Context: an optimization exercise on an open-source flow, tuned for small area. The choices shown serve that exercise and are no tape-out recipe.
In this exercise RTL edits were held to simulation tests only and were not proved equivalent to the original.
No activity file was given, so power comes from the tool's default toggle rates.

==> inputs of run F <==
==> flow/design.v (excerpt) <==
module Scope_Overlay(
    input clk,
    input rst,
    input [11:0] VGA_HORZ_COORD,
    input [11:0] VGA_VERT_COORD,
    input [1:0] Color_Scheme,
    input Axis_On,
    input Grid_On,
    input Tick_On,
    input Wave_On,
    input Menu_Sw,
    input [23:0] Clock_Time,
    input [3:0] vol,
    input Scrolling_Sw,
    input scroll_step,
    input Condition_For_Cursor,
    input Condition_For_Cursor_Menu,
    input Condition_For_Cursor_Border,
    input Condition_For_Cursor_Text1,
    input Condition_For_Cursor_Text2,
    output [3:0] VGA_Red_Grid,
    output [3:0] VGA_Green_Grid,
    output [3:0] VGA_Blue_Grid
    );
    wire [11:0] X = VGA_HORZ_COORD;
    wire [11:0] Y = VGA_VERT_COORD;
    wire [10:0] b = Y[11:1];
    reg [11:0] S;
    always @(posedge clk)
        if (rst | (scroll_step & (S == 12'd1090))) S <= 12'd3449;
        else if (scroll_step) S <= S + 12'd1;
    wire flag = S[11] | (S <= 12'd54);
    wire [11:0] S2 = S + (flag ? 12'd1036 : 12'd3394);
    wire [3:0] region0;
    wire [2:0] r;
    reg [6:0] rowdec_t;
    always @*
        case (b[8:0])
            9'd7: rowdec_t = 7'd8;
            9'd8: rowdec_t = 7'd9;
            9'd9: rowdec_t = 7'd10;
            9'd10: rowdec_t = 7'd11;
            9'd11: rowdec_t = 7'd12;
            9'd12: rowdec_t = 7'd13;
            9'd13: rowdec_t = 7'd14;
            9'd36: rowdec_t = 7'd16;
            9'd37: rowdec_t = 7'd17;
            9'd38: rowdec_t = 7'd18;
            9'd39: rowdec_t = 7'd19;
            9'd40: rowdec_t = 7'd20;
            9'd41: rowdec_t = 7'd21;
            9'd42: rowdec_t = 7'd22;
            9'd324: rowdec_t = 7'd24;
            9'd325: rowdec_t = 7'd25;
            9'd326: rowdec_t = 7'd26;
            9'd327: rowdec_t = 7'd27;
            9'd328: rowdec_t = 7'd28;
            9'd329: rowdec_t = 7'd29;
            9'd330: rowdec_t = 7'd30;
            9'd348: rowdec_t = 7'd32;
            9'd349: rowdec_t = 7'd33;
            9'd350: rowdec_t = 7'd34;
            9'd351: rowdec_t = 7'd35;
            9'd352: rowdec_t = 7'd36;
            9'd353: rowdec_t = 7'd37;
            9'd354: rowdec_t = 7'd38;
  ...
clock: 12.0 ns
lec_check: 0
abc_area: 1
cap_margin: 20
core_margin: 2
core_utilization: 55
gpl_timing_driven: 0
slew_margin: 20
standard.sh (not shown) runs the stock make flow with config.mk's settings and CLKGATE_MAP_FILE= SYNTH_SCRIPT=/design/flow/synth_recipe.tcl, a recipe that flattens the netlist after the stock synthesis.
==> flow/flow/run.sh <==
#!/bin/bash
# Own layout flow: the standard ORFS flow with two changes.
# 1. Synthesis: the ABC script runs a deeper logic optimisation (&deepsyn) and
#    maps with a delay target, and Yosys's adder extraction is skipped so that
#    ABC sees all of the logic. Registers, names, flattening and renaming are
#    those of the standard synthesis.
# 2. Port buffers are sky130_fd_sc_hd__buf_1 cells.
set -euo pipefail
W=$(pwd)
mkdir -p "$W/own_scripts"
cp -r "$FLOW_HOME/scripts/." "$W/own_scripts/"
cp "$W/flow/abc_area.script" "$W/own_scripts/abc_area.script"
bash "$W/standard.sh" finish SCRIPTS_DIR="$W/own_scripts" ADDER_MAP_FILE= \
    BUFFER_PORTS_ARGS="-buffer_cell sky130_fd_sc_hd__buf_1" > "$W/orfs_make.log" 2>&1
==> flow/flow/abc_area.script <==
strash
dc2
&get -n
&deepsyn -T 300
&dch
&nf -R 1000
&put
topo
==> run M: changes against run F <==
--- a/flow/design.v
+++ b/flow/design.v
@@ -1376,31 +1376,62 @@
     wire y64 = y16 & (Y[5:4] == 2'd0);
     wire c_axis = ((X == 12'd640) | (Y == 12'd512)) & Axis_On;
     wire c_grid = (x80 | y64) & Grid_On;
     wire c_tick = (((Y > 12'd502) & (Y < 12'd522) & x20) | ((X > 12'd634) & (X < 12'd646) & y16) |
                    (y16 & x80) | (y64 & x20)) & Tick_On;
     wire inbox = (X >= 12'd1040) & (Y >= 12'd640) & Menu_Sw;
     wire c_bord = inbox & ((X <= 12'd1042) | (Y <= 12'd642));
+    reg [3:0] cls;
+    reg [1:0] cs;
+    always @(posedge clk) begin
+        cs <= Color_Scheme;
+        cls <= Condition_For_Cursor ? 4'd1 :
+               (Condition_For_Cursor_Border | c_bord) ? 4'd2 :
+               (t_menu | Condition_For_Cursor_Text1 | Condition_For_Cursor_Text2) ? 4'd3 :
+               (inbox | Condition_For_Cursor_Menu) ? 4'd4 :
+               t_b1 ? 4'd5 : t_b2 ? 4'd6 : c_axis ? 4'd7 : c_tick ? 4'd8 : c_grid ? 4'd9 : 4'd0;
+    end
     reg [11:0] col;
-    always @(posedge clk)
-        if (Condition_For_Cursor) col <= 12'hFFF;
-        else if (Condition_For_Cursor_Border | c_bord)
-            case (Color_Scheme) 0: col <= 12'hC00; 1: col <= 12'h00C; 2: col <= 12'h0C0; 3: col <= 12'hCC0; endcase
-        else if (t_menu | Condition_For_Cursor_Text1 | Condition_For_Cursor_Text2)
-            case (Color_Scheme) 0: col <= 12'h9F6; 1: col <= 12'hCFC; 2: col <= 12'hFC9; 3: col <= 12'hF39; endcase
-        else if (inbox | Condition_For_Cursor_Menu)
-            case (Color_Scheme) 0: col <= 12'h600; 1: col <= 12'h606; 2: col <= 12'h060; 3: col <= 12'h633; endcase
-        else if (t_b1)
-            case (Color_Scheme) 0: col <= 12'hC0C; 1: col <= 12'h99F; 2: col <= 12'h0CC; 3: col <= 12'hF90; endcase
-        else if (t_b2)
-            case (Color_Scheme) 0: col <= 12'h33F; 1: col <= 12'h3FC; 2: col <= 12'h0CF; 3: col <= 12'hFF3; endcase
-        else if (c_axis)
-            case (Color_Scheme) 0: col <= 12'h0F0; 1: col <= 12'hFF0; 2: col <= 12'hF00; 3: col <= 12'h00F; endcase
-        else if (c_tick)
-            case (Color_Scheme) 0: col <= 12'hFFC; 1: col <= 12'hFF9; 2: col <= 12'hCFF; 3: col <= 12'hF9F; endcase
-        else if (c_grid)
-            case (Color_Scheme) 0: col <= 12'h00F; 1: col <= 12'hF00; 2: col <= 12'hFF0; 3: col <= 12'h0F0; endcase
-        else col <= 12'h000;
+    always @*
+        case ({cls, cs})
+            6'd4: col = 12'hFFF;
+            6'd5: col = 12'hFFF;
+            6'd6: col = 12'hFFF;
+            6'd7: col = 12'hFFF;
+            6'd8: col = 12'hC00;
+            6'd9: col = 12'h00C;
+            6'd10: col = 12'h0C0;
+            6'd11: col = 12'hCC0;
+            6'd12: col = 12'h9F6;
+            6'd13: col = 12'hCFC;
+            6'd14: col = 12'hFC9;
+            6'd15: col = 12'hF39;
+            6'd16: col = 12'h600;
+            6'd17: col = 12'h606;
+            6'd18: col = 12'h060;
+            6'd19: col = 12'h633;
+            6'd20: col = 12'hC0C;
+            6'd21: col = 12'h99F;
+            6'd22: col = 12'h0CC;
+            6'd23: col = 12'hF90;
+            6'd24: col = 12'h33F;
+            6'd25: col = 12'h3FC;
+            6'd26: col = 12'h0CF;
+            6'd27: col = 12'hFF3;
+            6'd28: col = 12'h0F0;
+            6'd29: col = 12'hFF0;
+            6'd30: col = 12'hF00;
+            6'd31: col = 12'h00F;
+            6'd32: col = 12'hFFC;
+            6'd33: col = 12'hFF9;
+            6'd34: col = 12'hCFF;
+            6'd35: col = 12'hF9F;
+            6'd36: col = 12'h00F;
+            6'd37: col = 12'hF00;
+            6'd38: col = 12'hFF0;
+            6'd39: col = 12'h0F0;
+            default: col = 12'h000;
+        endcase
     assign VGA_Red_Grid = col[11:8];
     assign VGA_Green_Grid = col[7:4];
     assign VGA_Blue_Grid = col[3:0];
 endmodule
--- a/flow/flow/run.sh
+++ b/flow/flow/run.sh
@@ -1,10 +1,10 @@
 #!/bin/bash
 # Own layout flow: the standard ORFS flow with two changes.
-# 1. Synthesis: the ABC script runs a deeper logic optimisation (&deepsyn) and
+# 1. Synthesis: the ABC script runs a deeper logic optimisation (dc2, &deepsyn) and
 #    maps with a delay target, and Yosys's adder extraction is skipped so that
 #    ABC sees all of the logic. Registers, names, flattening and renaming are
 #    those of the standard synthesis.
 # 2. Port buffers are sky130_fd_sc_hd__buf_1 cells.
 set -euo pipefail
 W=$(pwd)
 mkdir -p "$W/own_scripts"
==> flow/flow/abc_area.script (replaced) <==
strash
dc2
&get -n
&deepsyn -T 300
&put
dch
map -D 6000
topo
GPL_TIMING_DRIVEN = 1   (was 0)
==> run Z: changes against run F <==
--- a/flow/design.v
+++ b/flow/design.v
@@ -1376,31 +1376,62 @@
     wire y64 = y16 & (Y[5:4] == 2'd0);
     wire c_axis = ((X == 12'd640) | (Y == 12'd512)) & Axis_On;
     wire c_grid = (x80 | y64) & Grid_On;
     wire c_tick = (((Y > 12'd502) & (Y < 12'd522) & x20) | ((X > 12'd634) & (X < 12'd646) & y16) |
                    (y16 & x80) | (y64 & x20)) & Tick_On;
     wire inbox = (X >= 12'd1040) & (Y >= 12'd640) & Menu_Sw;
     wire c_bord = inbox & ((X <= 12'd1042) | (Y <= 12'd642));
+    reg [3:0] cls;
+    reg [1:0] cs;
+    always @(posedge clk) begin
+        cs <= Color_Scheme;
+        cls <= Condition_For_Cursor ? 4'd1 :
+               (Condition_For_Cursor_Border | c_bord) ? 4'd2 :
+               (t_menu | Condition_For_Cursor_Text1 | Condition_For_Cursor_Text2) ? 4'd3 :
+               (inbox | Condition_For_Cursor_Menu) ? 4'd4 :
+               t_b1 ? 4'd5 : t_b2 ? 4'd6 : c_axis ? 4'd7 : c_tick ? 4'd8 : c_grid ? 4'd9 : 4'd0;
+    end
     reg [11:0] col;
-    always @(posedge clk)
-        if (Condition_For_Cursor) col <= 12'hFFF;
-        else if (Condition_For_Cursor_Border | c_bord)
-            case (Color_Scheme) 0: col <= 12'hC00; 1: col <= 12'h00C; 2: col <= 12'h0C0; 3: col <= 12'hCC0; endcase
-        else if (t_menu | Condition_For_Cursor_Text1 | Condition_For_Cursor_Text2)
-            case (Color_Scheme) 0: col <= 12'h9F6; 1: col <= 12'hCFC; 2: col <= 12'hFC9; 3: col <= 12'hF39; endcase
-        else if (inbox | Condition_For_Cursor_Menu)
-            case (Color_Scheme) 0: col <= 12'h600; 1: col <= 12'h606; 2: col <= 12'h060; 3: col <= 12'h633; endcase
-        else if (t_b1)
-            case (Color_Scheme) 0: col <= 12'hC0C; 1: col <= 12'h99F; 2: col <= 12'h0CC; 3: col <= 12'hF90; endcase
-        else if (t_b2)
-            case (Color_Scheme) 0: col <= 12'h33F; 1: col <= 12'h3FC; 2: col <= 12'h0CF; 3: col <= 12'hFF3; endcase
-        else if (c_axis)
-            case (Color_Scheme) 0: col <= 12'h0F0; 1: col <= 12'hFF0; 2: col <= 12'hF00; 3: col <= 12'h00F; endcase
-        else if (c_tick)
-            case (Color_Scheme) 0: col <= 12'hFFC; 1: col <= 12'hFF9; 2: col <= 12'hCFF; 3: col <= 12'hF9F; endcase
-        else if (c_grid)
-            case (Color_Scheme) 0: col <= 12'h00F; 1: col <= 12'hF00; 2: col <= 12'hFF0; 3: col <= 12'h0F0; endcase
-        else col <= 12'h000;
+    always @*
+        case ({cls, cs})
+            6'd4: col = 12'hFFF;
+            6'd5: col = 12'hFFF;
+            6'd6: col = 12'hFFF;
+            6'd7: col = 12'hFFF;
+            6'd8: col = 12'hC00;
+            6'd9: col = 12'h00C;
+            6'd10: col = 12'h0C0;
+            6'd11: col = 12'hCC0;
+            6'd12: col = 12'h9F6;
+            6'd13: col = 12'hCFC;
+            6'd14: col = 12'hFC9;
+            6'd15: col = 12'hF39;
+            6'd16: col = 12'h600;
+            6'd17: col = 12'h606;
+            6'd18: col = 12'h060;
+            6'd19: col = 12'h633;
+            6'd20: col = 12'hC0C;
+            6'd21: col = 12'h99F;
+            6'd22: col = 12'h0CC;
+            6'd23: col = 12'hF90;
+            6'd24: col = 12'h33F;
+            6'd25: col = 12'h3FC;
+            6'd26: col = 12'h0CF;
+            6'd27: col = 12'hFF3;
+            6'd28: col = 12'h0F0;
+            6'd29: col = 12'hFF0;
+            6'd30: col = 12'hF00;
+            6'd31: col = 12'h00F;
+            6'd32: col = 12'hFFC;
+            6'd33: col = 12'hFF9;
+            6'd34: col = 12'hCFF;
+            6'd35: col = 12'hF9F;
+            6'd36: col = 12'h00F;
+            6'd37: col = 12'hF00;
+            6'd38: col = 12'hFF0;
+            6'd39: col = 12'h0F0;
+            default: col = 12'h000;
+        endcase
     assign VGA_Red_Grid = col[11:8];
     assign VGA_Green_Grid = col[7:4];
     assign VGA_Blue_Grid = col[3:0];
 endmodule
--- a/flow/flow/run.sh
+++ b/flow/flow/run.sh
@@ -1,10 +1,10 @@
 #!/bin/bash
 # Own layout flow: the standard ORFS flow with two changes.
-# 1. Synthesis: the ABC script runs a deeper logic optimisation (&deepsyn) and
+# 1. Synthesis: the ABC script runs a deeper logic optimisation (dc2, &deepsyn) and
 #    maps with a delay target, and Yosys's adder extraction is skipped so that
 #    ABC sees all of the logic. Registers, names, flattening and renaming are
 #    those of the standard synthesis.
 # 2. Port buffers are sky130_fd_sc_hd__buf_1 cells.
 set -euo pipefail
 W=$(pwd)
 mkdir -p "$W/own_scripts"
==> flow/flow/abc_area.script (replaced) <==
strash
dc2
&get -n
&deepsyn -T 600
&put
dch
map -D 6500
topo
==> run P: changes against run F <==
--- a/flow/flow/run.sh
+++ b/flow/flow/run.sh
@@ -1,10 +1,10 @@
 #!/bin/bash
 # Own layout flow: the standard ORFS flow with two changes.
-# 1. Synthesis: the ABC script runs a deeper logic optimisation (&deepsyn) and
+# 1. Synthesis: the ABC script runs a deeper logic optimisation (dc2, &deepsyn) and
 #    maps with a delay target, and Yosys's adder extraction is skipped so that
 #    ABC sees all of the logic. Registers, names, flattening and renaming are
 #    those of the standard synthesis.
 # 2. Port buffers are sky130_fd_sc_hd__buf_1 cells.
 set -euo pipefail
 W=$(pwd)
 mkdir -p "$W/own_scripts"
==> flow/flow/abc_area.script (replaced) <==
strash
dc2
&get -n
&deepsyn -T 300
&put
dch
map -D 6500
topo
==> run notes <==
| quantity | run F | run Z | run P | run M |
|---|---|---|---|---|
| Maximum fanout along the worst path | 8 | 10 | 12 | 12 |
| GR met1 Demand/Resource | 51.0% | 52.1% | 49.3% | 52.2% |
| Cell area power density | 132 nW/um^2 | 112 nW/um^2 | 92.8 nW/um^2 | 98.2 nW/um^2 |
| RD Place Congestion | 1.04 | 1.07 | 1.07 | 1.10 |
| Post-Synth XOR/XNOR Area | 8.88% | 3.21% | 2.40% | 3.37% |
| Most area-hungry cell type in the Yosys netlist | nand2_1 | nor2_1 | nor2_1 | nor2_1 |
| Via-per-instance ratio | 7.31 | 6.28 | 6.42 | 6.39 |
| Most instantiated library cell after synthesis | nand2_1 | nor2_1 | nor2_1 | nor2_1 |
| Leakage power | 2.23 nW | 2.10 nW | 2.16 nW | 2.10 nW |
| Switching Share | 57.3% | 61.5% | 55.6% | 59.8% |
| Outcome | finished with violations | no timing/DRC/antenna violations | no timing/DRC/antenna violations | no timing/DRC/antenna violations |
| Violated checks | setup timing | - | - | - |
| Met3 Routed Length | 3.36 mm | 2.25 mm | 2.55 mm | 2.61 mm |
| Die Area | 9740 sq um | 10200 sq um | 10100 sq um | 10200 sq um |
| Required time of the critical path | 12.20 ns | 12.14 ns | 12.20 ns | 12.14 ns |
| Sink of the worst hold path | S[11]$_SDFFE_PP1P_ | S[7]$_SDFFE_PP0P_ | S[7]$_SDFFE_PP0P_ | S[11]$_SDFFE_PP1P_ |
| Routed wire length on met2 | 9.66 mm | 8.56 mm | 8.89 mm | 8.88 mm |
| Switching power total | 473 uW | 405 uW | 308 uW | 340 uW |
| Share of cell area taken by muxes after synthesis | 0.203% | 0% | 0% | 0% |
| Final TNS setup | -0.0327 ns | 0 ns | 0 ns | 0 ns |
| Hold Slack | 0.553 ns | 0.565 ns | 0.541 ns | 0.533 ns |

## what the ideal ports hide
No port has a modelled driver above. Below, the same layouts with a new extraction and two added sets of constraints. Step 1 (the two cells are an assumption about what drives the block):
set clk [get_ports {clk}]
set_driving_cell -lib_cell sky130_fd_sc_hd__clkbuf_16 $clk
set_driving_cell -lib_cell sky130_fd_sc_hd__buf_2 [delete_from_list [all_inputs] $clk]
Step 2 moves the port delays by t, midway between the first and last clock arrival at a register: inputs arrive t later, outputs are due t later. That takes back most of the time a late clock gives input paths. a / b / c = ideal / step 1 / step 2; a / b = the first two.
| run | shift t [ns] | slack for setup (ns) | worst slew at a driven data input, ns |
|---|---|---|---|
| run F | 0.300 | -0.033 / -0.050 / -0.351 | 0.07 |
| run M | 0.281 | 0.755 / 0.757 / 0.476 | 0.04 |
| run Z | 0.283 | 0.724 / 0.730 / 0.446 | 0.05 |
| run P | 0.306 | 0.447 / 0.451 / 0.144 | 0.05 |
For run F, which loses most, drivers alone change the setup slack by -0.017 ns; drivers and shift together by -0.318 ns.
